Background: an optimization exercise with open tools, aiming at small area, a short achievable clock period and few clock cycles. Do not read the settings as production practice. At most, simulation tests tie the RTL to the original design; equivalence was not proved. No functional check of the RTL was part of runs 4 and 5. No activity file was given, so power comes from the tool's default toggle rates.

===== design/flow/config.mk =====
export PLATFORM = sky130hd
export DESIGN_NAME = div_fsm
export DESIGN_NICKNAME = div_fsm
export VERILOG_FILES = /design/flow/design.v
export SDC_FILE = /design/flow/constraint.sdc
export NUM_CORES = 4
export LEC_CHECK = 0
export ABC_CLOCK_PERIOD_IN_PS = 3000
export CAP_MARGIN = 20
export CORE_MARGIN = 2
export CORE_UTILIZATION = 40
export CTS_BUF_LIST = sky130_fd_sc_hd__clkbuf_4 sky130_fd_sc_hd__clkbuf_8
export SETUP_SLACK_MARGIN = 2.6
export SLEW_MARGIN = 20
export TNS_END_PERCENT = 30

===== design/flow/constraint.sdc =====
create_clock -name core_clock -period 6.0 [get_ports {clk}]
set_input_delay 1.2000 -clock core_clock [delete_from_list [all_inputs] [get_ports {clk}]]
set_output_delay 1.2000 -clock core_clock [all_outputs]
set_load 0.01 [all_outputs]

===== design/flow/design.v =====
module div_fsm#(
    parameter   DATAWIDTH = 10'd57
)
(
    input                         clk,
    input                         rst_n,
    input                         en,
    input     [DATAWIDTH-1:0]     dividend,
    input     [DATAWIDTH-1:0]     divisor,
    output                        ready,
    output    [DATAWIDTH-1:0]     quotient,
    output    [DATAWIDTH-1:0]     remainder,
    output                        vld_out
);
localparam W  = DATAWIDTH;
localparam K1 = 27;              
localparam K2 = 3;               
reg  [W-1:0] r_q;                
reg  [W-1:0] r_r;                
reg  [W-1:0] r_d;                
reg  [5:0]   r_cnt;              
reg          r_busy;
reg          r_vld;
assign ready     = ~r_busy;
assign vld_out   = r_vld;
assign quotient  = r_q;
assign remainder = r_r;
wire start = en & ~r_busy;
reg  [5:0]   r_wb;
reg  [5:0]   wb_in;
integer      wi;
always @(*) begin
    wb_in = 6'd0;
    for (wi = 0; wi < W; wi = wi + 1)
        if (divisor[wi]) wb_in = wi + 1;
end
wire [W-1:0] m;
genvar gi;
generate
    for (gi = 0; gi < W; gi = gi + 1) begin : g_m
        assign m[gi] = (r_wb <= gi + 1);
    end
endgenerate
wire d_nz = (r_wb != 6'd0);
wire [W+K1-1:0] x1 = {r_r, r_q[W-1:W-K1]};
wire [W+K2-1:0] x2 = {r_r, r_q[W-1:W-K2]};
wire sk1 = d_nz & (r_cnt >= K1) & ~|x1[W+K1-1:W] & ~|(x1[W-1:0] & m);
wire sk2 = d_nz & (r_cnt >= K2) & ~|x2[W+K2-1:W] & ~|(x2[W-1:0] & m);
wire [W:0]   x0   = {r_r, r_q[W-1]};
wire [W+1:0] diff = {1'b0, x0} - {2'b00, r_d};
wire         qb   = ~diff[W+1];
always @(posedge clk or negedge rst_n) begin
    if (!rst_n) begin
        r_busy <= 1'b0;
        r_vld  <= 1'b0;
        r_cnt  <= 6'd0;
    end else begin
        r_vld <= 1'b0;
        if (start) begin
            r_busy <= 1'b1;
            r_cnt  <= W;
        end else if (r_busy) begin
            if (sk1) begin
                r_cnt <= r_cnt - K1;
                if (r_cnt == K1) begin r_busy <= 1'b0; r_vld <= 1'b1; end
            end else if (sk2) begin
                r_cnt <= r_cnt - K2;
                if (r_cnt == K2) begin r_busy <= 1'b0; r_vld <= 1'b1; end
            end else begin
                r_cnt <= r_cnt - 1'b1;
                if (r_cnt == 6'd1) begin r_busy <= 1'b0; r_vld <= 1'b1; end
            end
        end
    end
end
wire s_k1  = r_busy & sk1;
wire s_k2  = r_busy & ~sk1 & sk2;
wire s_st  = r_busy & ~sk1 & ~sk2;
wire s_sub = s_st & qb;
wire s_sh  = s_st & ~qb;
wire s_hd  = ~r_busy & ~en;
wire [W-1:0] r_nx = ({W{s_sub}} & diff[W-1:0])
                  | ({W{s_sh}}  & x0[W-1:0])
                  | ({W{s_k1}}  & x1[W-1:0])
                  | ({W{s_k2}}  & x2[W-1:0])
                  | ({W{s_hd}}  & r_r);
wire [W-1:0] q_nx = ({W{start}} & dividend)
                  | ({W{s_k1}}  & {r_q[W-K1-1:0], {K1{1'b0}}})
                  | ({W{s_k2}}  & {r_q[W-K2-1:0], {K2{1'b0}}})
                  | ({W{s_st}}  & {r_q[W-2:0], qb})
                  | ({W{s_hd}}  & r_q);
always @(posedge clk) begin
    if (start) begin
        r_d  <= divisor;
        r_wb <= wb_in;
    end
    r_r <= r_nx;
    r_q <= q_nx;
end
endmodule

===== design/flow/flow/run.sh =====
#!/bin/bash
# The standard layout, with buf_1 as the port buffer cell instead of the
# cell buffer_ports picks by default.
set -euo pipefail
export BUFFER_PORTS_ARGS="-buffer_cell sky130_fd_sc_hd__buf_1"
bash standard.sh > standard.log 2>&1

===== design/flow/standard.sh =====
#!/bin/bash
# synth_recipe.tcl (not shown) runs the flow's synth.tcl, then flattens the netlist and writes it again
# the make line also repeats each setting of config.mk as NAME=value (left out here)
make -C /OpenROAD-flow-scripts/flow DESIGN_CONFIG=/design/flow/config.mk WORK_HOME=/design/flow/orfs CLKGATE_MAP_FILE= SYNTH_SCRIPT=/design/flow/synth_recipe.tcl "${@:-finish}"

==> impl_metrics.prom, run 1 <==
# TYPE chip_impl_metric gauge
chip_impl_metric{name="port_buffers",unit=""} 232
chip_impl_metric{name="clock_skew",unit="ps"} 17.2
chip_impl_info{name="synthTopCellsByArea",value="sky130_fd_sc_hd__dfxtp_1 (17%), sky130_fd_sc_hd__edfxtp_1 (14%), sky130_fd_sc_hd__a21oi_1 (7.9%)"} 1
chip_impl_metric{name="globalRouteTotalUtil",unit="%"} 30.5
chip_impl_metric{name="first_global_vias",unit=""} 13500
chip_impl_metric{name="power.ir.vdd_worst",unit="µV"} 225
chip_impl_metric{name="gp_routability_congestion",unit=""} 1.02
chip_impl_metric{name="stdcell_area",unit="µm²"} 16200
chip_impl_metric{name="post_synth_inst_count",unit=""} 1607
chip_impl_metric{name="power_spent_charging_and_discharging_nets",unit="mW"} 4.83
chip_impl_metric{name="cell_area_after_synthesis",unit="µm²"} 13300
chip_impl_metric{name="core_area",unit="µm²"} 32600
chip_impl_metric{name="grt_pass1_wl",unit="µm"} 82500
chip_impl_metric{name="number_of_synthesized_register_bits",unit=""} 185
chip_impl_metric{name="post-route-drc-count",unit=""} 0
chip_impl_metric{name="clk_pin_slew",unit="ps"} 100
chip_impl_metric{name="p_seq_share",unit="%"} 33.3
chip_impl_metric{name="slew_headroom",unit="%"} 39.0
chip_impl_info{name="master_of_the_slowest_instance_on_the_critical_path",value="sky130_fd_sc_hd__o41ai_4"} 1
chip_impl_metric{name="crit_fanout",unit=""} 9
chip_impl_metric{name="worst_pin_slew",unit="ps"} 915
chip_impl_metric{name="grt_start_max_net_pins",unit=""} 77
chip_impl_metric{name="synth_fp_nets",unit=""} 1785
chip_impl_metric{name="drv_slew",unit=""} 0
chip_impl_metric{name="comb_power_share",unit="%"} 58.0
chip_impl_metric{name="wire_per_inst",unit="µm"} 24.7
chip_impl_metric{name="htreeDepth",unit=""} 4
chip_impl_metric{name="area.growth.synth_to_final",unit="%"} 21.7
chip_impl_metric{name="via_count",unit=""} 14600
chip_impl_metric{name="ys.warnings.count",unit=""} 1
chip_impl_metric{name="required_arrival_time_at_the_worst_endpoint",unit="ps"} 6410
chip_impl_info{name="outcome",value="no timing/DRC/antenna violations"} 1
chip_impl_metric{name="final_net_count",unit=""} 2019
chip_impl_info{name="timing.critical_path.cells",value="ha_1 -> nor2b_1 -> o31a_1 -> o41ai_4 -> a21oi_2 -> o21ai_2 -> nand2_1 -> a31o_2 -> or3_1 -> a311o_1 -> xnor2_1 -> o21ai_1"} 1
chip_impl_info{name="timing_worst_setup_path_type",value="register to register"} 1
chip_impl_metric{name="max_frequency",unit="GHz"} 0.285
chip_impl_metric{name="cts_made_buffers",unit=""} 17
chip_impl_info{name="cts_tree",value="built"} 1
chip_impl_metric{name="layout_min_cycle_time",unit="ps"} 3510
chip_impl_metric{name="die_w",unit="µm"} 186
chip_impl_info{name="clk_root_buffer_cell",value="sky130_fd_sc_hd__clkbuf_8"} 1
chip_impl_metric{name="max_cap_violations",unit=""} 0
chip_impl_metric{name="holdWs",unit="ps"} 544
chip_impl_metric{name="final.period_utilization",unit="%"} 58.5
chip_impl_metric{name="p_int",unit="mW"} 4.55
chip_impl_info{name="hold_path.class",value="register to register"} 1
chip_impl_metric{name="clock_power_share",unit="%"} 8.8
chip_impl_metric{name="final_hold_violating_endpoints",unit=""} 0
chip_impl_metric{name="dpl-instance-area",unit="µm²"} 14500
chip_impl_metric{name="clkSinkCount",unit=""} 185
chip_impl_metric{name="fp.dieArea",unit="µm²"} 34800
chip_impl_metric{name="final_antenna_net_count",unit=""} 0
chip_impl_metric{name="clock_tree.buffer_depth",unit=""} 2
chip_impl_metric{name="dr.first_iter.drc_count",unit=""} 1534
chip_impl_metric{name="final_layout_size_suffix_gt1_share",unit="%"} 14.2
chip_impl_metric{name="antenna_found_initial",unit=""} 0
chip_impl_metric{name="postRouteWirelength",unit="µm"} 56600
chip_impl_metric{name="share_of_synthesized_area_occupied_by_flip_flops_and_latches",unit="%"} 32.9
chip_impl_metric{name="critPathMaxStageDelay",unit="ps"} 500
chip_impl_metric{name="sw_frac_of_total",unit="%"} 51.5
chip_impl_metric{name="critical_path_buf_inv_count",unit=""} 0
chip_impl_metric{name="cell_pwr_density",unit="nW/µm²"} 579
chip_impl_metric{name="drt-pass1-iter-count",unit=""} 8
chip_impl_info{name="startpoint_kind_of_the_worst_setup_timing_path",value="register"} 1
chip_impl_metric{name="total_leakage_power",unit="nW"} 6.30
chip_impl_info{name="synth.most_common_cell",value="sky130_fd_sc_hd__a21oi_1"} 1
chip_impl_info{name="main_flop_type_after_synthesis",value="sky130_fd_sc_hd__dfxtp_1"} 1
chip_impl_metric{name="floorplan.initialDensity",unit="%"} 40.8
chip_impl_metric{name="synth_top_cell_area_share",unit="%"} 17.1
chip_impl_metric{name="final.setup.tns",unit="ps"} 0
chip_impl_metric{name="number_of_placement_rows",unit=""} 66
chip_impl_metric{name="die-height",unit="µm"} 186
chip_impl_metric{name="pin_count",unit=""} 233
chip_impl_info{name="netlist_top_cells_count",value="sky130_fd_sc_hd__a21oi_1 (210), sky130_fd_sc_hd__o21ai_0 (139), sky130_fd_sc_hd__dfxtp_1 (114), sky130_fd_sc_hd__nor2_1 (101), sky130_fd_sc_hd__inv_1 (93)"} 1
chip_impl_info{name="synthDominantAreaCellType",value="sky130_fd_sc_hd__dfxtp_1"} 1
chip_impl_metric{name="arrival",unit="ps"} 3910
chip_impl_metric{name="synth_edf_count",unit=""} 63
chip_impl_metric{name="global_route.overflow_total",unit=""} 0
chip_impl_metric{name="postLayoutCoreUtil",unit="%"} 49.7
chip_impl_metric{name="hpwl",unit="µm"} 37600
chip_impl_metric{name="ys_async_sr_fraction",unit="%"} 4.32
chip_impl_metric{name="setup_viol",unit=""} 0
chip_impl_info{name="cp_top_family",value="compound AO/OA/AOI/OAI gates"} 1
chip_impl_metric{name="route.detailed.vias_per_inst",unit=""} 6.35
chip_impl_metric{name="antenna_cells",unit=""} 0
chip_impl_metric{name="synth_cell_types",unit=""} 80
chip_impl_info{name="critPathCaptureType",value="register"} 1
chip_impl_metric{name="clkLatencyLatePin",unit="ps"} 520
chip_impl_info{name="rsz0062_at_grt",value="true"} 1
chip_impl_metric{name="postSynthAreaPerCell",unit="µm²"} 8.28
[worst paths after layout]
path / startpoint / slack, ps / cells past startpoint / endpoint
max: r_r[0] / 2490 / 12 / r_r[55]
min: r_cnt[5] / 540 / 1 / r_cnt[5]
max reg2reg: r_r[0] / 2490 / 12 / r_r[55]
min reg2reg: r_cnt[5] / 540 / 1 / r_cnt[5]
max in group asynchronous: rst_n / 5070 / 1 / r_busy
min in group asynchronous: rst_n / 590 / 1 / r_vld
[worst register-to-register path, stage by stage, from the launching register on]
cell and delay (ps):
sky130_fd_sc_hd__dfxtp_2 480, sky130_fd_sc_hd__ha_1 270, sky130_fd_sc_hd__nor2b_1 140, sky130_fd_sc_hd__o31a_1 320, sky130_fd_sc_hd__o41ai_4 500, sky130_fd_sc_hd__a21oi_2 180
sky130_fd_sc_hd__o21ai_2 200, sky130_fd_sc_hd__nand2_1 100, sky130_fd_sc_hd__a31o_2 280, sky130_fd_sc_hd__or3_1 370, sky130_fd_sc_hd__a311o_1 330, sky130_fd_sc_hd__xnor2_1 150
sky130_fd_sc_hd__o21ai_1 80
[power groups by stage]
stage	clock network (mW)	logic, mW	registers [mW]
after global placement	0	4.14	3.04
after CTS	0.830	4.63	3.02
after global routing	0.867	5.83	3.14
final	0.824	5.44	3.12
after detailed placement	0	4.18	3.03
after floorplan	0	2.99	2.54
[kinds of logic after synthesis]
group,share of synthesized area (%)
AOI/OAI and AO/OA,32.5
and+or+nand+nor,13.7
buffers and inverters,6.51
DFF,32.9
muxes,4.96
adders and majority gates,6.02
xor gates and xnor gates,3.49
[registers in the layout (all words and copies together) (netlist names)]
signal  flops
r_busy      1
r_cnt       6
r_d        57
r_q        57
r_r        57
r_vld       1
r_wb        6
[routing by layer]
| layer | global-route usage, % | part of all wire, % | wire length [µm] | up-vias |
|---|---|---|---|---|
| met3 | 5.12 | 9.5 | 5350 | 179 |
| met5 | 0 | 0 | 0 | - |
| met1 | 41.7 | 42 | 24000 | 6894 |
| li1 | - | - | - | 6564 |
| met2 | 47.9 | 44 | 24800 | 942 |
| met4 | 12.6 | 4.4 | 2470 | 0 |
[repair_timing]
item                                    4_1_cts  5_1_grt
resized for setup                            75      108
hold buffers                                  0        0
pin swaps                                    15       35
endpoints found under the setup margin      121      115
setup buffers                                30       20
gates cloned                                  5       11
[stage by stage]
| step | power (mW) | setup slack, ps | instances |
|---|---|---|---|
| after floorplan | 5.53 | 2610 | 1607 |
| after global placement | 7.18 | 1340 | 2198 |
| after detailed placement | 7.21 | 1470 | 2198 |
| after CTS | 8.48 | 2550 | 2265 |
| after global routing | 9.84 | 2450 | 2296 |
| final | 9.38 | 2490 | 2296 |
[cell type report]
type,count,area (µm²)
Fill cell,3290,16400
Multi-Input combinational cell,1217,8570
Sequential cell,185,4420
Timing Repair Buffer,324,1930
Tap cell,442,553
Inverter,96,365
Clock buffer,22,290
Clock inverter,10,70.1
[cell usage in the layout (no fill, tap or decap), drive strengths merged, types with 10 or more instances in the layout]
master  count
buf       315
a21oi     210
o21ai     151
dfxtp     114
nor2      101
inv        95
nand2      85
mux2i      66
edfxtp     63
ha         60
a22o       57
nand3      55
a221oi     43
nor3       39
a221o      31
clkbuf     31
a21o       29
xnor2      29
xor2       24
a31oi      19
nor4       19
a211oi     18
o21bai     12
nand4      11
and2       11
and3       10
or4        10
o31ai      10
Testbench counts, summed over its fixed seeds: cycles 33,212.
==> inputs of run 2 (changes only) <==
--- a/design/flow/config.mk
+++ b/design/flow/config.mk
@@ -12,4 +12,5 @@
 export CTS_BUF_LIST = sky130_fd_sc_hd__clkbuf_4 sky130_fd_sc_hd__clkbuf_8
-export SETUP_SLACK_MARGIN = 2.6
+export CTS_CLUSTER_DIAMETER = 60
+export CTS_CLUSTER_SIZE = 20
+export SETUP_SLACK_MARGIN = 2.5
 export SLEW_MARGIN = 20
-export TNS_END_PERCENT = 30
==> run 2 against run 1 <==
Still clean on timing, DRC and antenna. Non-clock buffer count decreased by 14. Via count decreased by 2.1%. Routed wire length decreased by 2.7%. Power decreased by 6.7%. Global-route usage decreased by 0.32 points. Count of clock-buffer cells in the layout increased by 5. Worst setup slack improved by 46 ps. Utilization decreased by 1.4 points. Final cell count decreased by 0.57%. Sequential power decreased by 3%. Hold slack got worse by 4.0 ps. Synthesized cell count unchanged. Critical path type unchanged. Critical endpoint is now r_r[21]. Largest power group unchanged. Highest routed layer is now met5.
==> impl_metrics.prom, run 2 <==
# TYPE chip_impl_metric gauge
chip_impl_info{name="netlist_top_cells_count",value="sky130_fd_sc_hd__a21oi_1 (210), sky130_fd_sc_hd__o21ai_0 (139), sky130_fd_sc_hd__dfxtp_1 (114), sky130_fd_sc_hd__nor2_1 (101), sky130_fd_sc_hd__inv_1 (93)"} 1
chip_impl_info{name="reg_top3",value="r_d (57), r_q (57), r_r (57)"} 1
chip_impl_metric{name="gp_routability_congestion",unit=""} 1.01
chip_impl_info{name="hold_path.class",value="register to register"} 1
chip_impl_info{name="critPathCaptureType",value="register"} 1
chip_impl_metric{name="ys.warnings.count",unit=""} 1
chip_impl_info{name="mostFrequentLayoutCell",value="sky130_fd_sc_hd__buf_1"} 1
chip_impl_metric{name="stdcell_count",unit=""} 2283
chip_impl_metric{name="final_antenna_net_count",unit=""} 0
chip_impl_metric{name="power.ir.vdd_worst",unit="µV"} 217
chip_impl_metric{name="crit_fanout",unit=""} 8
chip_impl_metric{name="drt-pass1-iter-count",unit=""} 7
chip_impl_metric{name="clock_skew",unit="ps"} 18.7
chip_impl_metric{name="max_cap_violations",unit=""} 0
chip_impl_metric{name="synth_edf_count",unit=""} 63
chip_impl_info{name="synth.most_common_cell",value="sky130_fd_sc_hd__a21oi_1"} 1
chip_impl_info{name="layout.cells.most_common_list",value="sky130_fd_sc_hd__buf_1 (231), sky130_fd_sc_hd__a21oi_1 (207), sky130_fd_sc_hd__o21ai_0 (135), sky130_fd_sc_hd__nor2_1 (99)"} 1
chip_impl_metric{name="synth_cell_types",unit=""} 80
chip_impl_metric{name="setup_viol",unit=""} 0
chip_impl_metric{name="core_area",unit="µm²"} 32600
chip_impl_metric{name="max_frequency",unit="GHz"} 0.289
chip_impl_metric{name="inst_count_dp",unit=""} 2203
chip_impl_metric{name="p_seq_share",unit="%"} 34.7
chip_impl_metric{name="fillers",unit=""} 3249
chip_impl_metric{name="critical_path_buf_inv_count",unit=""} 2
chip_impl_metric{name="final.period_utilization",unit="%"} 57.7
chip_impl_info{name="cp_top_family",value="compound AO/OA/AOI/OAI gates"} 1
chip_impl_metric{name="cell_area_after_synthesis",unit="µm²"} 13300
chip_impl_metric{name="clock_tree.buffer_depth",unit=""} 2
chip_impl_metric{name="final_net_count",unit=""} 2006
chip_impl_info{name="cts_tree",value="built"} 1
chip_impl_metric{name="required_arrival_time_at_the_worst_endpoint",unit="ps"} 6400
chip_impl_info{name="master_of_the_slowest_instance_on_the_critical_path",value="sky130_fd_sc_hd__dfxtp_1"} 1
chip_impl_metric{name="fp.dieArea",unit="µm²"} 34800
chip_impl_metric{name="number_of_synthesized_register_bits",unit=""} 185
chip_impl_metric{name="htreeDepth",unit=""} 4
chip_impl_metric{name="postSynthAreaPerCell",unit="µm²"} 8.28
chip_impl_metric{name="worst_pin_slew",unit="ps"} 938
chip_impl_metric{name="cell_pwr_density",unit="nW/µm²"} 555
chip_impl_metric{name="clkSinkCount",unit=""} 185
chip_impl_metric{name="ys_async_sr_fraction",unit="%"} 4.32
chip_impl_metric{name="arrival",unit="ps"} 3860
chip_impl_metric{name="clk_pin_slew",unit="ps"} 100
chip_impl_metric{name="cts_made_buffers",unit=""} 17
chip_impl_metric{name="postRouteWirelength",unit="µm"} 55100
chip_impl_metric{name="die-height",unit="µm"} 186
chip_impl_metric{name="grt_start_max_net_pins",unit=""} 77
chip_impl_metric{name="synth_fp_nets",unit=""} 1785
chip_impl_metric{name="sw_frac_of_total",unit="%"} 50.8
chip_impl_metric{name="total_leakage_power",unit="nW"} 6.14
chip_impl_metric{name="share_of_synthesized_area_occupied_by_flip_flops_and_latches",unit="%"} 32.9
chip_impl_info{name="timing.critical_path.cells",value="ha_1 -> a21oi_1 -> a21oi_1 -> nor2b_1 -> o21ai_0 -> a221oi_2 -> buf_4 -> a211oi_4 -> o21bai_4 -> a31o_4 -> clkbuf_16 -> mux2i_1 -> o21ai_0"} 1
chip_impl_info{name="outcome",value="no timing/DRC/antenna violations"} 1
chip_impl_metric{name="die_w",unit="µm"} 186
chip_impl_metric{name="dr.first_iter.drc_count",unit=""} 1448
chip_impl_metric{name="drv_slew",unit=""} 0
chip_impl_metric{name="pin_count",unit=""} 233
chip_impl_metric{name="wire_per_inst",unit="µm"} 24.1
chip_impl_metric{name="clock_power_share",unit="%"} 10.6
chip_impl_metric{name="layout_min_cycle_time",unit="ps"} 3460
chip_impl_info{name="synthTopCellsByArea",value="sky130_fd_sc_hd__dfxtp_1 (17%), sky130_fd_sc_hd__edfxtp_1 (14%), sky130_fd_sc_hd__a21oi_1 (7.9%)"} 1
chip_impl_metric{name="holdWs",unit="ps"} 540
chip_impl_metric{name="antenna_cells",unit=""} 0
chip_impl_metric{name="hpwl",unit="µm"} 38900
chip_impl_info{name="startpoint_kind_of_the_worst_setup_timing_path",value="register"} 1
chip_impl_info{name="synthDominantAreaCellType",value="sky130_fd_sc_hd__dfxtp_1"} 1
chip_impl_metric{name="synth_top_cell_area_share",unit="%"} 17.1
chip_impl_metric{name="p_int",unit="mW"} 4.31
chip_impl_metric{name="floorplan.initialDensity",unit="%"} 40.8
chip_impl_metric{name="area.growth.synth_to_final",unit="%"} 18.4
chip_impl_metric{name="grt_pass1_wl",unit="µm"} 81800
chip_impl_metric{name="via_count",unit=""} 14300
chip_impl_metric{name="critPathMaxStageDelay",unit="ps"} 650
chip_impl_metric{name="final.setup.tns",unit="ps"} 0
chip_impl_metric{name="number_of_placement_rows",unit=""} 66
chip_impl_info{name="clk_root_buffer_cell",value="sky130_fd_sc_hd__clkbuf_8"} 1
chip_impl_info{name="timing_worst_setup_path_type",value="register to register"} 1
chip_impl_metric{name="comb_power_share",unit="%"} 54.7
chip_impl_metric{name="first_global_vias",unit=""} 13300
chip_impl_metric{name="post_synth_inst_count",unit=""} 1607
chip_impl_metric{name="final_hold_violating_endpoints",unit=""} 0
chip_impl_metric{name="power_spent_charging_and_discharging_nets",unit="mW"} 4.44
chip_impl_metric{name="antenna_found_initial",unit=""} 2
chip_impl_metric{name="cts_hold_repair.buffers",unit=""} 0
chip_impl_info{name="main_flop_type_after_synthesis",value="sky130_fd_sc_hd__dfxtp_1"} 1
chip_impl_metric{name="route.detailed.vias_per_inst",unit=""} 6.25
chip_impl_info{name="rsz0062_at_grt",value="true"} 1
chip_impl_metric{name="slew_headroom",unit="%"} 37.5
chip_impl_metric{name="final_layout_size_suffix_gt1_share",unit="%"} 11.5
chip_impl_metric{name="globalRouteTotalUtil",unit="%"} 30.2
chip_impl_metric{name="port_buffers",unit=""} 232
chip_impl_metric{name="global_route.overflow_total",unit=""} 0
chip_impl_metric{name="clkLatencyLatePin",unit="ps"} 520
chip_impl_metric{name="post-route-drc-count",unit=""} 0
[run 2: changes by cell type in the layout (fill, tap and decap cells not counted), moves of 6 or more]
cell / change
sky130_fd_sc_hd__o21ai_0: +17
sky130_fd_sc_hd__o21ai_1: -17
sky130_fd_sc_hd__nor2_1: +14
sky130_fd_sc_hd__nor2_4: -11
sky130_fd_sc_hd__a21oi_1: +7
sky130_fd_sc_hd__a21oi_2: -7
sky130_fd_sc_hd__dfxtp_1: +7
sky130_fd_sc_hd__buf_6: -6
sky130_fd_sc_hd__dfxtp_2: -6
[run 2: final cells by class]
class / instances / area, µm² / share of cell area, %
multi-input combinational: 1218 / 8380 / 53.2
clock buffer: 27 / 347 / 2.20
inverter: 96 / 368 / 2.33
tap: 442 / 553 / 3.51
timing repair buffer: 310 / 1620 / 10.3
sequential: 185 / 4410 / 28.0
clock inverter: 5 / 83.8 / 0.532
[run 2: logic make-up (layout without fill, tap and decap cells)]
logic type	count (synthesis)	in the layout	share of synthesized area (%)
AND/OR/NAND/NOR	374	375	13.7
XOR/XNOR	53	53	3.49
multiplexers	66	66	4.96
adder cells (fa/ha/maj)	64	64	6.02
buffers and inverters	207	438	6.51
flip-flops	185	185	32.9
AO/OA/AOI/OAI	658	660	32.5
[run 2: worst register-to-register path, delay by kind of cell (launching register included)]
family                   cells  cell delay [ps]
AO/OA/AOI/OAI                8             1490
flip-flops                   1              650
adder cells (fa/ha/maj)      1              400
buffers and inverters        2              390
multiplexers                 1              220
AND/OR/NAND/NOR              1              190
[run 2: power by group through the flow]
stage               Sequential [mW]  Combinational [mW]  Clock, mW
global route                   3.06                5.24      0.982
detailed placement             2.97                4.25          0
global placement               2.97                4.22          0
CTS                            2.95                4.39      0.940
finish                         3.03                4.79      0.932
floorplan                      2.54                2.98          0
[run 2: worst paths after layout]
check	end	depth (start not counted)	from	slack (ps)
max	r_r[21]	13	r_r[21]	2540
min	r_cnt[5]	1	r_cnt[5]	540
max reg2reg	r_r[21]	13	r_r[21]	2540
min reg2reg	r_cnt[5]	1	r_cnt[5]	540
max in group asynchronous	r_busy	1	rst_n	5070
min in group asynchronous	r_vld	1	rst_n	600
[run 2: what timing repair did]
item                                    CTS  global route
resized for setup                        44            63
cloned                                    1             5
endpoints found under the setup margin  120           104
setup buffers                            22            20
pin swaps                                 8            17
[run 2: routing by layer]
layer / up-vias / track usage [%] / wire length, µm
met2: 845 / 47.1 / 24300
met4: 4 / 13.5 / 2510
met3: 168 / 5.77 / 4930
li1: 6537 / - / -
met1: 6725 / 40.6 / 23300
met5: - / 0 / 61
[run 2: per-stage QoR]
| step | total power [mW] | instance area [µm²] | utilization, % | setup WS, ps |
|---|---|---|---|---|
| after floorplan | 5.52 | 13300 | - | 2510 |
| after global placement | 7.20 | 14500 | 44.5 | 1540 |
| after detailed placement | 7.22 | 14500 | 44.5 | 1630 |
| after CTS | 8.28 | 15300 | 46.8 | 2470 |
| after global routing | 9.28 | 15800 | 48.3 | 2450 |
| final | 8.76 | 15800 | 48.3 | 2540 |
==> inputs of run 3 (changes only) <==
--- a/design/flow/config.mk
+++ b/design/flow/config.mk
@@ -10,6 +10,5 @@
 export CORE_MARGIN = 2
-export CORE_UTILIZATION = 40
+export CORE_UTILIZATION = 50
 export CTS_BUF_LIST = sky130_fd_sc_hd__clkbuf_4 sky130_fd_sc_hd__clkbuf_8
-export CTS_CLUSTER_DIAMETER = 60
-export CTS_CLUSTER_SIZE = 20
+export PLACE_DENSITY = 0.65
 export SETUP_SLACK_MARGIN = 2.5
==> run 3 against run 2 <==
Die area fell by 20%. Worst setup slack got worse by 83 ps. Register-to-register slack worse by 80 ps. Final cell count shrank 5.1%. Area after synthesis did not move. Power increased by 2.0%. Clock power is 0.4% lower. Clock skew grew 12 ps. Synthesized cell count did not move. Routed wire length decreased by 5.5%. Sequential cell count is the same. Sequential share of layout area is 0.13 points higher. Critical path type unchanged. Critical endpoint is now r_r[55].
==> impl_metrics.prom, run 3 <==
# TYPE chip_impl_metric gauge
chip_impl_metric{name="number_of_synthesized_register_bits",unit=""} 185
chip_impl_metric{name="floorplan.initialDensity",unit="%"} 50.9
chip_impl_info{name="mostFrequentLayoutCell",value="sky130_fd_sc_hd__buf_1"} 1
chip_impl_metric{name="postLayoutCoreUtil",unit="%"} 60.2
chip_impl_metric{name="grt_pass1_wl",unit="µm"} 77400
chip_impl_info{name="rsz0062_at_grt",value="true"} 1
chip_impl_metric{name="route.detailed.vias_per_inst",unit=""} 6.53
chip_impl_metric{name="port_buffers",unit=""} 232
chip_impl_info{name="synthDominantAreaCellType",value="sky130_fd_sc_hd__dfxtp_1"} 1
chip_impl_metric{name="antenna_found_initial",unit=""} 1
chip_impl_metric{name="die-height",unit="µm"} 167
chip_impl_metric{name="worst_pin_slew",unit="ps"} 917
chip_impl_info{name="hold_path.class",value="register to register"} 1
chip_impl_info{name="timing_worst_setup_path_type",value="register to register"} 1
chip_impl_metric{name="cts_made_buffers",unit=""} 17
chip_impl_metric{name="share_of_synthesized_area_occupied_by_flip_flops_and_latches",unit="%"} 32.9
chip_impl_info{name="clk_root_buffer_cell",value="sky130_fd_sc_hd__clkbuf_8"} 1
chip_impl_info{name="rr_endpoint",value="r_r[55]"} 1
chip_impl_info{name="reg_top3",value="r_d (57), r_q (57), r_r (57)"} 1
chip_impl_info{name="outcome",value="no timing/DRC/antenna violations"} 1
chip_impl_info{name="startpoint_kind_of_the_worst_setup_timing_path",value="register"} 1
chip_impl_metric{name="synth_top_cell_area_share",unit="%"} 17.1
chip_impl_metric{name="final.period_utilization",unit="%"} 59.1
chip_impl_metric{name="dpl-instance-area",unit="µm²"} 14400
chip_impl_metric{name="postSynthAreaPerCell",unit="µm²"} 8.28
chip_impl_metric{name="htreeDepth",unit=""} 4
chip_impl_metric{name="arrival",unit="ps"} 3900
chip_impl_metric{name="pin_count",unit=""} 233
chip_impl_metric{name="final_layout_size_suffix_gt1_share",unit="%"} 11.8
chip_impl_info{name="reg2reg_from",value="r_r[6]"} 1
chip_impl_metric{name="final_antenna_net_count",unit=""} 0
chip_impl_metric{name="drt-pass1-iter-count",unit=""} 25
chip_impl_metric{name="final_hold_violating_endpoints",unit=""} 0
chip_impl_metric{name="wire_per_inst",unit="µm"} 24.0
chip_impl_metric{name="holdWs",unit="ps"} 588
chip_impl_metric{name="number_of_placement_rows",unit=""} 59
chip_impl_metric{name="fp.dieArea",unit="µm²"} 27900
chip_impl_metric{name="post-route-drc-count",unit=""} 0
chip_impl_info{name="synth.most_common_cell",value="sky130_fd_sc_hd__a21oi_1"} 1
chip_impl_metric{name="synth_cell_types",unit=""} 80
chip_impl_metric{name="dr.first_iter.drc_count",unit=""} 1674
chip_impl_metric{name="max_frequency",unit="GHz"} 0.282
chip_impl_metric{name="synth_edf_count",unit=""} 63
chip_impl_metric{name="die_w",unit="µm"} 167
chip_impl_metric{name="total_leakage_power",unit="nW"} 6.16
chip_impl_metric{name="max_cap_violations",unit=""} 0
chip_impl_metric{name="postRouteWirelength",unit="µm"} 52000
chip_impl_metric{name="power.ir.vdd_worst",unit="µV"} 226
chip_impl_metric{name="grt_start_max_net_pins",unit=""} 77
chip_impl_info{name="cts_tree",value="built"} 1
chip_impl_metric{name="inst_count_dp",unit=""} 2094
chip_impl_metric{name="antenna_cells",unit=""} 0
chip_impl_metric{name="drv_slew",unit=""} 0
chip_impl_info{name="netlist_top_cells_count",value="sky130_fd_sc_hd__a21oi_1 (210), sky130_fd_sc_hd__o21ai_0 (139), sky130_fd_sc_hd__dfxtp_1 (114), sky130_fd_sc_hd__nor2_1 (101), sky130_fd_sc_hd__inv_1 (93)"} 1
chip_impl_metric{name="clock_skew",unit="ps"} 30.5
chip_impl_metric{name="via_count",unit=""} 14100
chip_impl_metric{name="cell_area_after_synthesis",unit="µm²"} 13300
chip_impl_metric{name="final.setup.tns",unit="ps"} 0
chip_impl_info{name="critPathCaptureType",value="register"} 1
chip_impl_metric{name="ys.warnings.count",unit=""} 1
chip_impl_info{name="synthTopCellsByArea",value="sky130_fd_sc_hd__dfxtp_1 (17%), sky130_fd_sc_hd__edfxtp_1 (14%), sky130_fd_sc_hd__a21oi_1 (7.9%)"} 1
chip_impl_metric{name="stdcell_area",unit="µm²"} 15700
chip_impl_metric{name="cts_hold_repair.buffers",unit=""} 0
chip_impl_metric{name="layout_min_cycle_time",unit="ps"} 3550
chip_impl_metric{name="stdcell_count",unit=""} 2167
chip_impl_metric{name="gp_routability_congestion",unit=""} 1.02
chip_impl_metric{name="clkSinkCount",unit=""} 185
chip_impl_metric{name="setup_viol",unit=""} 0
chip_impl_info{name="main_flop_type_after_synthesis",value="sky130_fd_sc_hd__dfxtp_1"} 1
chip_impl_metric{name="core_area",unit="µm²"} 26100
chip_impl_info{name="endpoint",value="r_r[55]"} 1
chip_impl_metric{name="ff2ff_setup_slack",unit="ps"} 2450
chip_impl_metric{name="cell_pwr_density",unit="nW/µm²"} 568
chip_impl_metric{name="pre_cts_slack",unit="ps"} 1610
chip_impl_metric{name="clkLatencyLatePin",unit="ps"} 490
chip_impl_metric{name="total_power",unit="mW"} 8.93
chip_impl_metric{name="post_synth_inst_count",unit=""} 1607
chip_impl_metric{name="clk_pin_slew",unit="ps"} 110
chip_impl_metric{name="global_route.overflow_total",unit=""} 0
chip_impl_metric{name="ys_async_sr_fraction",unit="%"} 4.32
chip_impl_metric{name="globalRouteTotalUtil",unit="%"} 35.3
chip_impl_metric{name="setup_slack",unit="ps"} 2450
chip_impl_metric{name="clock_tree.buffer_depth",unit=""} 2
chip_impl_metric{name="hpwl",unit="µm"} 36000
chip_impl_metric{name="area.growth.synth_to_final",unit="%"} 18.1
chip_impl_metric{name="final_net_count",unit=""} 1997
chip_impl_metric{name="worst_r2r_path_depth",unit=""} 13
chip_impl_metric{name="slew_headroom",unit="%"} 38.9
chip_impl_info{name="setup.worst_path.start",value="r_r[6]"} 1
chip_impl_metric{name="synth_fp_nets",unit=""} 1785
chip_impl_metric{name="crit_fanout",unit=""} 9
chip_impl_info{name="layout.cells.most_common_list",value="sky130_fd_sc_hd__buf_1 (231), sky130_fd_sc_hd__a21oi_1 (203), sky130_fd_sc_hd__o21ai_0 (119), sky130_fd_sc_hd__inv_1 (92), sky130_fd_sc_hd__dfxtp_1 (92)"} 1
chip_impl_metric{name="first_global_vias",unit=""} 12900
chip_impl_metric{name="required_arrival_time_at_the_worst_endpoint",unit="ps"} 6360
==> run 3: cell counts after synthesis <==
Identical to the previous run, type by type.
==> run 3: where the power goes <==
part	leakage (nW)	internal (mW)	switching [mW]
Clock	0.212	0.390	0.539
Sequential	1.62	1.82	1.19
Combinational	4.33	2.15	2.85
==> run 3: critical path, stage by stage (launching register included) <==
cell                       delay, ps
sky130_fd_sc_hd__dfxtp_2         590
sky130_fd_sc_hd__ha_4            220
sky130_fd_sc_hd__nand2_1          90
sky130_fd_sc_hd__a211oi_2        260
sky130_fd_sc_hd__nand2_2         120
sky130_fd_sc_hd__a221oi_4        410
sky130_fd_sc_hd__nand4_4         170
sky130_fd_sc_hd__a211oi_4        410
sky130_fd_sc_hd__o21bai_4        140
sky130_fd_sc_hd__a31o_4          300
sky130_fd_sc_hd__buf_12          140
sky130_fd_sc_hd__and2_4          190
sky130_fd_sc_hd__a221oi_2        240
sky130_fd_sc_hd__o21ai_1         100
==> run 3: area by class of cell <==
type | instances | area, µm²
clock buffer | 17 | 234
clock inverter | 15 | 183
fill | 2444 | 10400
inverter | 96 | 363
multi-input combinational | 1216 | 8460
sequential | 185 | 4420
tap | 335 | 419
timing repair buffer | 303 | 1640
==> run 3: worst min path at each step <==
stage	from	to	slack (ps)	cells past startpoint
floorplan	r_cnt[5]	r_vld	490	1
global placement	r_q[1]	r_q[2]	560	2
detailed placement	r_cnt[5]	r_cnt[5]	570	1
CTS	rst_n	r_cnt[1]	590	1
global route	rst_n	r_cnt[0]	620	1
finish	r_q[1]	r_q[2]	590	2
==> run 3: layer usage <==
| layer | track usage [%] | vias to the layer above | share of wire, % |
|---|---|---|---|
| met5 | 0 | - | 0 |
| li1 | - | 6522 | - |
| met3 | 6.26 | 112 | 10 |
| met1 | 50.6 | 6671 | 43 |
| met2 | 54.4 | 836 | 44 |
| met4 | 10.8 | 0 | 2.9 |
==> run 3: cell families after synthesis <==
kind of cell	Yosys count	synth area share, %
flops	185	32.9
compound gates	658	32.5
fa+ha+maj	64	6.02
simple gates	374	13.7
xor+xnor	53	3.49
mux	66	4.96
buf+inv	207	6.51
==> run 3: timing repair <==
item	in CTS	in global routing
gates resized for setup	49	87
pin swaps	7	22
gates cloned	4	3
setup buffers	22	12
setup endpoints to repair	121	116
==> inputs of run 4 (changes only) <==
--- a/design/flow/design.v
+++ b/design/flow/design.v
@@ -28,10 +28,2 @@
 wire start = en & ~r_busy;
-reg  [5:0]   r_wb;
-reg  [5:0]   wb_in;
-integer      wi;
-always @(*) begin
-    wb_in = 6'd0;
-    for (wi = 0; wi < W; wi = wi + 1)
-        if (divisor[wi]) wb_in = wi + 1;
-end
 wire [W-1:0] m;
@@ -40,6 +32,10 @@
     for (gi = 0; gi < W; gi = gi + 1) begin : g_m
-        assign m[gi] = (r_wb <= gi + 1);
+        if (gi == W-1) begin : g_top
+            assign m[gi] = 1'b1;
+        end else begin : g_rest
+            assign m[gi] = ~|r_d[W-1:gi+1];
+        end
     end
 endgenerate
-wire d_nz = (r_wb != 6'd0);
+wire d_nz = |r_d;
 wire [W+K1-1:0] x1 = {r_r, r_q[W-1:W-K1]};
@@ -94,3 +90,2 @@
         r_d  <= divisor;
-        r_wb <= wb_in;
     end
--- a/design/flow/config.mk
+++ b/design/flow/config.mk
@@ -10,5 +10,4 @@
 export CORE_MARGIN = 2
-export CORE_UTILIZATION = 50
+export CORE_UTILIZATION = 40
 export CTS_BUF_LIST = sky130_fd_sc_hd__clkbuf_4 sky130_fd_sc_hd__clkbuf_8
-export PLACE_DENSITY = 0.65
 export SETUP_SLACK_MARGIN = 2.5
==> run 4 against run 3 <==
Count of clock-buffer cells in the layout did not move. Die area grew 21%. Still clean on timing, DRC and antenna. First-iteration DRC count is 24% higher. Design area is 10% higher. Sequential share of layout area fell by 3.8 points. Via count is 9.4% higher. Clock skew decreased by 3.4 ps.
==> impl_metrics.prom, run 4 <==
# TYPE chip_impl_metric gauge
chip_impl_metric{name="synth_edf_count",unit=""} 57
chip_impl_metric{name="stdcell_area",unit="µm²"} 17300
chip_impl_metric{name="final.setup.tns",unit="ps"} 0
chip_impl_metric{name="die_w",unit="µm"} 184
chip_impl_info{name="critPathCaptureType",value="register"} 1
chip_impl_info{name="outcome",value="no timing/DRC/antenna violations"} 1
chip_impl_info{name="rr_endpoint",value="r_r[17]"} 1
chip_impl_metric{name="final_net_count",unit=""} 2063
chip_impl_metric{name="ys_async_sr_fraction",unit="%"} 4.47
chip_impl_metric{name="clkSinkCount",unit=""} 179
chip_impl_metric{name="grt_start_max_net_pins",unit=""} 58
chip_impl_metric{name="post_synth_inst_count",unit=""} 1527
chip_impl_metric{name="slew_headroom",unit="%"} 39.8
chip_impl_info{name="reg_top3",value="r_d (57), r_q (57), r_r (57)"} 1
chip_impl_info{name="mostFrequentLayoutCell",value="sky130_fd_sc_hd__buf_1"} 1
chip_impl_metric{name="clock_skew",unit="ps"} 27.0
chip_impl_metric{name="crit_fanout",unit=""} 7
chip_impl_metric{name="hpwl",unit="µm"} 42400
chip_impl_info{name="netlist_top_cells_count",value="sky130_fd_sc_hd__a21oi_1 (125), sky130_fd_sc_hd__dfxtp_1 (114), sky130_fd_sc_hd__o21ai_0 (107), sky130_fd_sc_hd__nand2_1 (101), sky130_fd_sc_hd__nor2_1 (88)"} 1
chip_impl_metric{name="route.detailed.vias_per_inst",unit=""} 6.73
chip_impl_metric{name="post-route-drc-count",unit=""} 0
chip_impl_metric{name="globalRouteTotalUtil",unit="%"} 34.2
chip_impl_metric{name="final_antenna_net_count",unit=""} 0
chip_impl_metric{name="postRouteWirelength",unit="µm"} 62500
chip_impl_metric{name="first_global_vias",unit=""} 14000
chip_impl_info{name="clk_root_buffer_cell",value="sky130_fd_sc_hd__clkbuf_8"} 1
chip_impl_metric{name="dpl-instance-area",unit="µm²"} 14400
chip_impl_metric{name="cell_pwr_density",unit="nW/µm²"} 560
chip_impl_metric{name="hold_depth",unit=""} 1
chip_impl_metric{name="via_count",unit=""} 15500
chip_impl_info{name="timing_worst_setup_path_type",value="register to register"} 1
chip_impl_metric{name="setup_viol",unit=""} 0
chip_impl_metric{name="number_of_synthesized_register_bits",unit=""} 179
chip_impl_metric{name="arrival",unit="ps"} 4040
chip_impl_info{name="synth.most_common_cell",value="sky130_fd_sc_hd__a21oi_1"} 1
chip_impl_metric{name="share_of_synthesized_area_occupied_by_flip_flops_and_latches",unit="%"} 32.3
chip_impl_metric{name="die-height",unit="µm"} 184
chip_impl_metric{name="total_leakage_power",unit="nW"} 6.78
chip_impl_metric{name="final_hold_violating_endpoints",unit=""} 0
chip_impl_info{name="rsz0062_at_grt",value="true"} 1
chip_impl_metric{name="core_area",unit="µm²"} 31700
chip_impl_info{name="timing.hold.worst.start",value="r_cnt[0]"} 1
chip_impl_metric{name="cts_made_buffers",unit=""} 17
chip_impl_metric{name="antenna_cells",unit=""} 0
chip_impl_metric{name="max_frequency",unit="GHz"} 0.273
chip_impl_metric{name="cell_area_after_synthesis",unit="µm²"} 13000
chip_impl_metric{name="drt-pass1-iter-count",unit=""} 12
chip_impl_metric{name="wire_per_inst",unit="µm"} 27.2
chip_impl_info{name="reg2reg_from",value="r_d[37]"} 1
chip_impl_metric{name="postSynthAreaPerCell",unit="µm²"} 8.50
chip_impl_info{name="synthTopCellsByArea",value="sky130_fd_sc_hd__dfxtp_1 (18%), sky130_fd_sc_hd__edfxtp_1 (13%), sky130_fd_sc_hd__ha_1 (5.8%)"} 1
chip_impl_metric{name="port_buffers",unit=""} 232
chip_impl_metric{name="number_of_placement_rows",unit=""} 65
chip_impl_metric{name="synth_cell_types",unit=""} 80
chip_impl_info{name="hold_path.class",value="register to register"} 1
chip_impl_info{name="startpoint_kind_of_the_worst_setup_timing_path",value="register"} 1
chip_impl_metric{name="cts_hold_repair.buffers",unit=""} 0
chip_impl_info{name="cts_tree",value="built"} 1
chip_impl_metric{name="clock_tree.buffer_depth",unit=""} 2
chip_impl_info{name="main_flop_type_after_synthesis",value="sky130_fd_sc_hd__dfxtp_1"} 1
chip_impl_metric{name="final_layout_size_suffix_gt1_share",unit="%"} 20.3
chip_impl_metric{name="gp_routability_congestion",unit=""} 1.02
chip_impl_metric{name="dr.first_iter.drc_count",unit=""} 2070
chip_impl_metric{name="ys.warnings.count",unit=""} 1
chip_impl_metric{name="synth_fp_nets",unit=""} 1705
chip_impl_metric{name="layout_min_cycle_time",unit="ps"} 3670
chip_impl_metric{name="fp.dieArea",unit="µm²"} 33900
chip_impl_metric{name="power.ir.vdd_worst",unit="µV"} 299
chip_impl_info{name="synthDominantAreaCellType",value="sky130_fd_sc_hd__dfxtp_1"} 1
chip_impl_metric{name="grt_pass1_wl",unit="µm"} 87100
chip_impl_metric{name="max_cap_violations",unit=""} 0
chip_impl_metric{name="antenna_found_initial",unit=""} 1
chip_impl_metric{name="synth_top_cell_area_share",unit="%"} 17.6
chip_impl_metric{name="worst_r2r_path_depth",unit=""} 12
chip_impl_metric{name="clkLatencyLatePin",unit="ps"} 530
chip_impl_metric{name="required_arrival_time_at_the_worst_endpoint",unit="ps"} 6370
chip_impl_metric{name="ff2ff_setup_slack",unit="ps"} 2330
chip_impl_info{name="hold_end",value="r_cnt[0]"} 1
chip_impl_info{name="layout.cells.most_common_list",value="sky130_fd_sc_hd__buf_1 (231), sky130_fd_sc_hd__buf_4 (135), sky130_fd_sc_hd__a21oi_1 (113), sky130_fd_sc_hd__dfxtp_1 (98), sky130_fd_sc_hd__nand2_1 (94)"} 1
chip_impl_metric{name="pre_cts_slack",unit="ps"} 1340
chip_impl_metric{name="global_route.overflow_total",unit=""} 0
chip_impl_metric{name="final.period_utilization",unit="%"} 61.1
chip_impl_metric{name="clk_pin_slew",unit="ps"} 110
chip_impl_metric{name="pin_count",unit=""} 233
chip_impl_metric{name="setup_slack",unit="ps"} 2330
chip_impl_metric{name="worst_pin_slew",unit="ps"} 903
chip_impl_metric{name="floorplan.initialDensity",unit="%"} 40.9
chip_impl_metric{name="area.growth.synth_to_final",unit="%"} 33.6
chip_impl_metric{name="drv_slew",unit=""} 0
chip_impl_metric{name="htreeDepth",unit=""} 4
## run 4: worst max path at each step
stage             from        to  slack (ps)  cells after the start
5_1_grt        r_d[21]   r_r[17]        2240                     13
3_3_place_gp   r_d[48]  r_cnt[5]        1360                     11
3_5_place_dp   r_d[44]  r_cnt[5]        1340                     11
6_report       r_d[37]   r_r[17]        2330                     12
4_1_cts        r_d[20]  r_cnt[5]        2390                     11
2_1_floorplan  r_q[56]    r_r[1]        2590                     15
## run 4: kinds of logic (layout without fill, tap and decap cells)
kind of cell,after synthesis,after routing,share of synthesized area [%]
compound gates,534,534,28.9
mux,70,70,5.41
buf+inv,169,538,5.24
flops,179,179,32.3
simple gates,463,465,18.8
xor+xnor,50,50,3.37
fa+ha+maj,62,62,6.03
## run 4: report_power, final
group	switching, mW	total (mW)	leakage, nW	internal (mW)
combinational	3.48	6.18	5.00	2.70
sequential	0.905	2.61	1.56	1.71
clock	0.562	0.919	0.213	0.356
total	4.95	9.71	6.78	4.77
## run 4: area by class of cell
type | instances | area, µm²
Sequential cell | 179 | 4220
Fill cell | 2944 | 14400
Clock inverter | 15 | 185
Clock buffer | 17 | 234
Timing Repair Buffer | 419 | 2770
Inverter | 87 | 329
Tap cell | 402 | 503
Multi-Input combinational cell | 1181 | 9090
## run 4: routing by layer
| metal | up-vias | share of wire, % | track usage, % |
|---|---|---|---|
| met1 | 7381 | 39 | 43.8 |
| met5 | - | 0.021 | 0 |
| met3 | 254 | 11 | 7.19 |
| met4 | 2 | 5.7 | 18.4 |
| li1 | 6752 | - | - |
| met2 | 1085 | 45 | 54.2 |
## run 4: per-stage QoR
| stage | std cells | power (mW) | hold slack [ps] | util [%] |
|---|---|---|---|---|
| 6_report | 2300 | 9.71 | 564 | 54.7 |
| 3_5_place_dp | 2119 | 7.19 | 505 | 45.3 |
| 4_1_cts | 2232 | 8.84 | 531 | 50.8 |
| 2_1_floorplan | 1527 | 5.44 | 526 | - |
| 5_1_grt | 2300 | 10.2 | 581 | 54.7 |
| 3_3_place_gp | 2118 | 7.15 | 490 | 45.2 |
## run 4: critical path, stage by stage (launching register included)
cell and delay [ps]:
sky130_fd_sc_hd__edfxtp_1 520, sky130_fd_sc_hd__buf_4 200, sky130_fd_sc_hd__or4_4 540, sky130_fd_sc_hd__or3_4 470
sky130_fd_sc_hd__nor4_4 260, sky130_fd_sc_hd__and4bb_1 210, sky130_fd_sc_hd__nand4_1 150, sky130_fd_sc_hd__or2_4 200
sky130_fd_sc_hd__nor3_4 50, sky130_fd_sc_hd__buf_6 170, sky130_fd_sc_hd__buf_6 140, sky130_fd_sc_hd__a222oi_1 420
sky130_fd_sc_hd__o21ai_1 170
## run 4: what timing repair did
action,CTS,global route
gates resized for setup,141,143
pin swaps,48,71
setup buffers,74,59
endpoints found under the setup margin,121,122
cloned,7,9
==> inputs of run 5 (changes only) <==
==> design/flow/design.v (replaced) <==
module div_fsm#(
    parameter   DATAWIDTH = 10'd57
)
(
    input                         clk,
    input                         rst_n,
    input                         en,
    input     [DATAWIDTH-1:0]     dividend,
    input     [DATAWIDTH-1:0]     divisor,
    output                        ready,
    output    [DATAWIDTH-1:0]     quotient,
    output    [DATAWIDTH-1:0]     remainder,
    output                        vld_out
);
localparam IDLE  = 2'b00;        
localparam SUB   = 2'b01;        
localparam SHIFT = 2'b10;        
localparam DONE  = 2'b11;        
reg [DATAWIDTH * 2'd2 - 1'b1:0] dividend_e;
reg [DATAWIDTH * 2'd2 - 1'b1:0] divisor_e;
reg [DATAWIDTH - 1'b1:0]        quotient_e;
reg [DATAWIDTH - 1'b1:0]        remainder_e;
reg [1:0]                       current_state;
reg [1:0]                       next_state;
reg [DATAWIDTH-1'b1:0]          count;
assign quotient  = quotient_e;
assign remainder = remainder_e;
assign ready = (current_state == IDLE) ? 1'b1 : 1'b0;
assign vld_out = (current_state == DONE) ? 1'b1 : 1'b0;
always@(posedge clk or negedge rst_n)begin
    if(!rst_n)
        current_state <= IDLE;
    else 
        current_state <= next_state;
end
always@(*)begin
    next_state <= 2'bx;
    case(current_state)
        IDLE: begin
            if(en)
                next_state <=  SUB;
            else
                next_state <=  IDLE;
        end
        SUB: next_state <= SHIFT;
        SHIFT: begin
            if(count<DATAWIDTH) 
                next_state <= SUB;
            else 
                next_state <= DONE;
        end
        DONE: next_state <= IDLE;
        default: next_state <= IDLE;
    endcase
end
always@(posedge clk or negedge rst_n) begin
    if(!rst_n) begin
        dividend_e  <= 1'b0;
        divisor_e   <= 1'b0;
        quotient_e  <= 1'b0;
        remainder_e <= 1'b0;
        count       <= 1'b0;
    end else begin
        case(current_state)
            IDLE:begin
                dividend_e <= {{DATAWIDTH{1'b0}}, dividend};
                divisor_e  <= {divisor, {DATAWIDTH{1'b0}}};
            end
            SUB:begin
                if(dividend_e >= divisor_e) begin
                    quotient_e <= {quotient_e[DATAWIDTH-2'd2:0], 1'b1};
                    dividend_e <= dividend_e - divisor_e;
                end else begin
                    quotient_e <= {quotient_e[DATAWIDTH-2'd2:0], 1'b0};
                    dividend_e <= dividend_e;
                end
            end
            SHIFT:begin
                if(count < DATAWIDTH) begin
                    dividend_e <= (dividend_e << 1'b1);
                    count      <= count + 1'b1;
                end else begin
                    remainder_e <= dividend_e[DATAWIDTH*2-1:DATAWIDTH];
                end
            end
            DONE:begin
                count <= 1'b0;
            end    
        endcase
    end
end
endmodule
==> design/flow/run.sh (new file) <==
#!/bin/bash
# synth_recipe.tcl (not shown) runs the flow's synth.tcl, then flattens the netlist and writes it again
# the make line also repeats each setting of config.mk as NAME=value (left out here)
make -C /OpenROAD-flow-scripts/flow DESIGN_CONFIG=/design/flow/config.mk WORK_HOME=/design/flow/orfs CLKGATE_MAP_FILE= SYNTH_SCRIPT=/design/flow/synth_recipe.tcl finish
==> design/flow/config.mk (replaced) <==
export PLATFORM = sky130hd
export DESIGN_NAME = div_fsm
export DESIGN_NICKNAME = div_fsm
export VERILOG_FILES = /design/flow/design.v
export SDC_FILE = /design/flow/constraint.sdc
export NUM_CORES = 4
export LEC_CHECK = 0
export CAP_MARGIN = 20
export CORE_MARGIN = 2
export CORE_UTILIZATION = 40
export SLEW_MARGIN = 20
removed: design/flow/flow/run.sh
removed: design/flow/standard.sh
==> run 5 against run 4 <==
Still clean on timing, DRC and antenna. Count of clock-buffer cells in the layout rose by 36. Critical path depth fell by 1. Global-route usage fell by 13 points. Area after synthesis rose by 35%. Via count fell by 9.2%. Power rose by 10%. Non-clock buffer count fell by 173. Register-to-register slack got worse by 250 ps. Clock skew fell by 4.2 ps. Largest power group unchanged.
==> impl_metrics.prom, run 5 <==
# TYPE chip_impl_metric gauge
chip_impl_info{name="outcome",value="no timing/DRC/antenna violations"} 1
chip_impl_metric{name="total_leakage_power",unit="nW"} 9.76
chip_impl_metric{name="met1_length",unit="µm"} 22000
chip_impl_metric{name="post_synthesis_mux_area_share",unit="%"} 7.58
chip_impl_metric{name="ys_async_sr_fraction",unit="%"} 100
chip_impl_metric{name="largest_reg_flops",unit=""} 114
chip_impl_metric{name="die_w",unit="µm"} 213
chip_impl_info{name="largest_reg_by_ff_count",value="dividend_e"} 1
chip_impl_metric{name="clock_tree.buffer_depth",unit=""} 3
chip_impl_info{name="synth.most_common_cell",value="sky130_fd_sc_hd__dfrtp_1"} 1
chip_impl_info{name="reg2reg_from",value="dividend_e[98]"} 1
chip_impl_info{name="cp_top_family",value="simple AND/OR/NAND/NOR gates"} 1
chip_impl_metric{name="cts_hold_repair.buffers",unit=""} 0
chip_impl_metric{name="worst_r2r_path_depth",unit=""} 11
chip_impl_metric{name="resized_after_cts",unit=""} 0
chip_impl_metric{name="total_power",unit="mW"} 10.7
chip_impl_metric{name="number_of_placement_rows",unit=""} 76
chip_impl_metric{name="clkLatencyLatePin",unit="ps"} 560
chip_impl_metric{name="share_of_synthesized_area_occupied_by_flip_flops_and_latches",unit="%"} 49.0
chip_impl_metric{name="final.setup.tns",unit="ps"} 0
chip_impl_metric{name="postRouteWirelength",unit="µm"} 47700
chip_impl_metric{name="wire_per_inst",unit="µm"} 18.4
chip_impl_metric{name="postSynthAreaPerCell",unit="µm²"} 9.79
chip_impl_metric{name="gp_routability_congestion",unit=""} 0.858
chip_impl_metric{name="max_frequency",unit="GHz"} 0.256
chip_impl_metric{name="port_buffers",unit=""} 232
chip_impl_metric{name="post-route-drc-count",unit=""} 0
chip_impl_metric{name="core_area",unit="µm²"} 43200
chip_impl_metric{name="area.growth.synth_to_final",unit="%"} 23.8
chip_impl_info{name="layout.cells.most_common_list",value="sky130_fd_sc_hd__dfrtp_1 (344), sky130_fd_sc_hd__clkdlybuf4s50_1 (231), sky130_fd_sc_hd__nand2_1 (169), sky130_fd_sc_hd__nor2_1 (152), sky130_fd_sc_hd__a21oi_1 (152)"} 1
chip_impl_metric{name="route.detailed.vias_per_inst",unit=""} 5.42
chip_impl_info{name="synth_top_family_by_area",value="compound AO/OA/AOI/OAI gates"} 1
chip_impl_metric{name="cell_area_after_synthesis",unit="µm²"} 17600
chip_impl_metric{name="synth_edf_count",unit=""} 0
chip_impl_info{name="rr_endpoint",value="dividend_e[105]"} 1
chip_impl_info{name="synthTopCellsByArea",value="sky130_fd_sc_hd__dfrtp_1 (49%), sky130_fd_sc_hd__mux2_2 (7.2%), sky130_fd_sc_hd__ha_1 (4.4%)"} 1
chip_impl_info{name="clk_root_buffer_cell",value="sky130_fd_sc_hd__clkbuf_16"} 1
chip_impl_info{name="timing.hold.worst.start",value="remainder_e[0]"} 1
chip_impl_info{name="cts_tree",value="built"} 1
chip_impl_metric{name="final.period_utilization",unit="%"} 65.2
chip_impl_metric{name="post_synth_inst_count",unit=""} 1793
chip_impl_metric{name="max_cap_violations",unit=""} 0
chip_impl_metric{name="crit_fanout",unit=""} 60
chip_impl_metric{name="power.ir.vdd_worst",unit="µV"} 315
chip_impl_info{name="netlist_top_cells_count",value="sky130_fd_sc_hd__dfrtp_1 (344), sky130_fd_sc_hd__nand2_1 (169), sky130_fd_sc_hd__nor2_1 (153), sky130_fd_sc_hd__a21oi_1 (152), sky130_fd_sc_hd__o21ai_0 (143)"} 1
chip_impl_info{name="timing.critical_path.cells",value="ha_1 -> nand4_1 -> or3_1 -> nand3b_1 -> or4_1 -> nor4_1 -> nor4_1 -> o22a_4 -> buf_16 -> a211oi_1 -> a211oi_1"} 1
chip_impl_metric{name="final_net_count",unit=""} 2158
chip_impl_metric{name="fp.dieArea",unit="µm²"} 45600
chip_impl_metric{name="post_cts.repair.setup_buffers",unit=""} 0
chip_impl_info{name="critPathCaptureType",value="register"} 1
chip_impl_info{name="startpoint_kind_of_the_worst_setup_timing_path",value="register"} 1
chip_impl_metric{name="global_route.overflow_total",unit=""} 0
chip_impl_metric{name="drv_slew",unit=""} 0
chip_impl_metric{name="met3_wl_post_dr",unit="µm"} 3100
chip_impl_metric{name="hpwl",unit="µm"} 33200
chip_impl_metric{name="synth_fp_nets",unit=""} 1973
chip_impl_metric{name="htreeDepth",unit=""} 2
chip_impl_metric{name="dr.first_iter.drc_count",unit=""} 862
chip_impl_metric{name="first_global_vias",unit=""} 13900
chip_impl_info{name="mostFrequentLayoutCell",value="sky130_fd_sc_hd__dfrtp_1"} 1
chip_impl_metric{name="critical_path_buf_inv_count",unit=""} 1
chip_impl_metric{name="synth_cell_types",unit=""} 65
chip_impl_info{name="highest_layer",value="met5"} 1
chip_impl_metric{name="cts_made_buffers",unit=""} 40
chip_impl_metric{name="clk_pin_slew",unit="ps"} 60
chip_impl_metric{name="cell_pwr_density",unit="nW/µm²"} 492
chip_impl_info{name="master_of_the_slowest_instance_on_the_critical_path",value="sky130_fd_sc_hd__or4_1"} 1
chip_impl_metric{name="ff2ff_setup_slack",unit="ps"} 2090
chip_impl_metric{name="final_hold_violating_endpoints",unit=""} 0
chip_impl_metric{name="final_antenna_net_count",unit=""} 0
chip_impl_metric{name="clock_skew",unit="ps"} 22.8
## run 5: cell count changes after synthesis, moves of 36 or more
cell / delta
sky130_fd_sc_hd__a221o_1: -38
sky130_fd_sc_hd__o21ai_0: +36
sky130_fd_sc_hd__nor2_1: +65
sky130_fd_sc_hd__a222oi_1: -56
sky130_fd_sc_hd__mux2i_1: -62
sky130_fd_sc_hd__a22oi_1: +85
sky130_fd_sc_hd__dfxtp_1: -114
sky130_fd_sc_hd__edfxtp_1: -57
sky130_fd_sc_hd__mux2_2: +112
sky130_fd_sc_hd__dfrtp_1: +336
sky130_fd_sc_hd__nand3_1: -47
sky130_fd_sc_hd__nand2_1: +68
## run 5: worst max-delay path by stage
stage                     cells past startpoint  slack [ps]         endpoint            start
after floorplan                              13        2940  dividend_e[109]   dividend_e[57]
after CTS                                    10        1940   dividend_e[88]  dividend_e[101]
after global placement                       10        2110   dividend_e[89]  dividend_e[101]
final                                        11        2090  dividend_e[105]   dividend_e[98]
after global routing                         11        1790   dividend_e[58]   dividend_e[96]
after detailed placement                     10        1970   dividend_e[88]  dividend_e[101]
## run 5: metal layers
layer / track usage (%) / vias up
met2: 32.6 / 349
met3: 5.29 / 70
met1: 29.0 / 6831
li1: - / 6801
met4: 5.96 / 4
met5: 0 / -
## run 5: power by group
group | internal, mW | total, mW | leakage, nW | switching (mW)
sequential | 2.91 | 3.30 | 4.54 | 0.390
combinational | 1.87 | 4.93 | 4.57 | 3.06
clock | 1.48 | 2.46 | 0.649 | 0.979
total | 6.25 | 10.7 | 9.76 | 4.43
## run 5: tightest hold or removal path, stage by stage (launching register included)
cell,delay [ps]
sky130_fd_sc_hd__dfrtp_1,340
sky130_fd_sc_hd__nand2_1,50
sky130_fd_sc_hd__o21ai_0,60
## run 5: cell type report
type                            instances  area [µm²]
Clock buffer                           53        1110
Clock inverter                         17         205
Fill cell                            4095       21400
Inverter                               81         304
Multi-Input combinational cell       1265        8280
Sequential cell                       344        8610
Tap cell                              585         732
Timing Repair Buffer                  246        2500
## run 5: logic make-up after synthesis
kind of cell,Yosys count
XOR/XNOR,54
AO/OA/AOI/OAI,529
flip-flops,344
multiplexers,119
buffers and inverters,184
AND/OR/NAND/NOR,500
adder cells (fa/ha/maj),63
## run 5: metrics by stage
stage	area, µm²	setup slack (ps)	cells	util [%]	hold slack [ps]
floorplan	17600	2940	1793	-	463
global placement	20400	2110	2519	47.2	484
detailed placement	20400	1970	2519	47.2	474
CTS	21700	1940	2589	50.2	487
global route	21700	1790	2591	50.3	519
finish	21700	2090	2591	50.3	481

==> static timing again, ports no longer ideal <==
The flow's constraints put no driver on any port. The routed layouts listed below were extracted and timed again, unchanged, in two steps. Step 1: set_driving_cell puts a clkbuf_16 on clk and a buf_2 on each other input, an assumption about the parent block. Step 2, shift: input delay + t, output delay - t, t = (earliest + latest rising clock arrival at the registers) / 2. This alone moves slack from input paths to output paths. Slacks: ideal / step 1 / step 2; pairs: ideal / step 1.
run | t (ns) | slack for setup (ns) | hold slack, ns | worst setup path after step 2 | worst slew at a driven data input, ns
run 1 | 0.562 | 2.491 / 2.491 / 2.137 | 0.544 / 0.544 / 0.544 | input to register | 0.04
run 2 | 0.560 | 2.537 / 2.537 / 2.170 | 0.540 / 0.540 / 0.540 | input to register | 0.04
run 3 | 0.524 | 2.454 / 2.454 / 2.237 | 0.588 / 0.577 / 0.588 | input to register | 0.05
run 4 | 0.567 | 2.333 / 2.333 / 2.333 | 0.564 / 0.550 / 0.564 | register to register | 0.05
run 5 | 0.611 | 2.087 / 2.087 / 2.087 | 0.481 / 0.481 / 0.481 | register to register | 0.07
After both steps setup and hold are still met in every run listed. The setup slack of run 2, which loses most, moves by 0.000 ns with the drivers and by -0.367 ns with both steps.
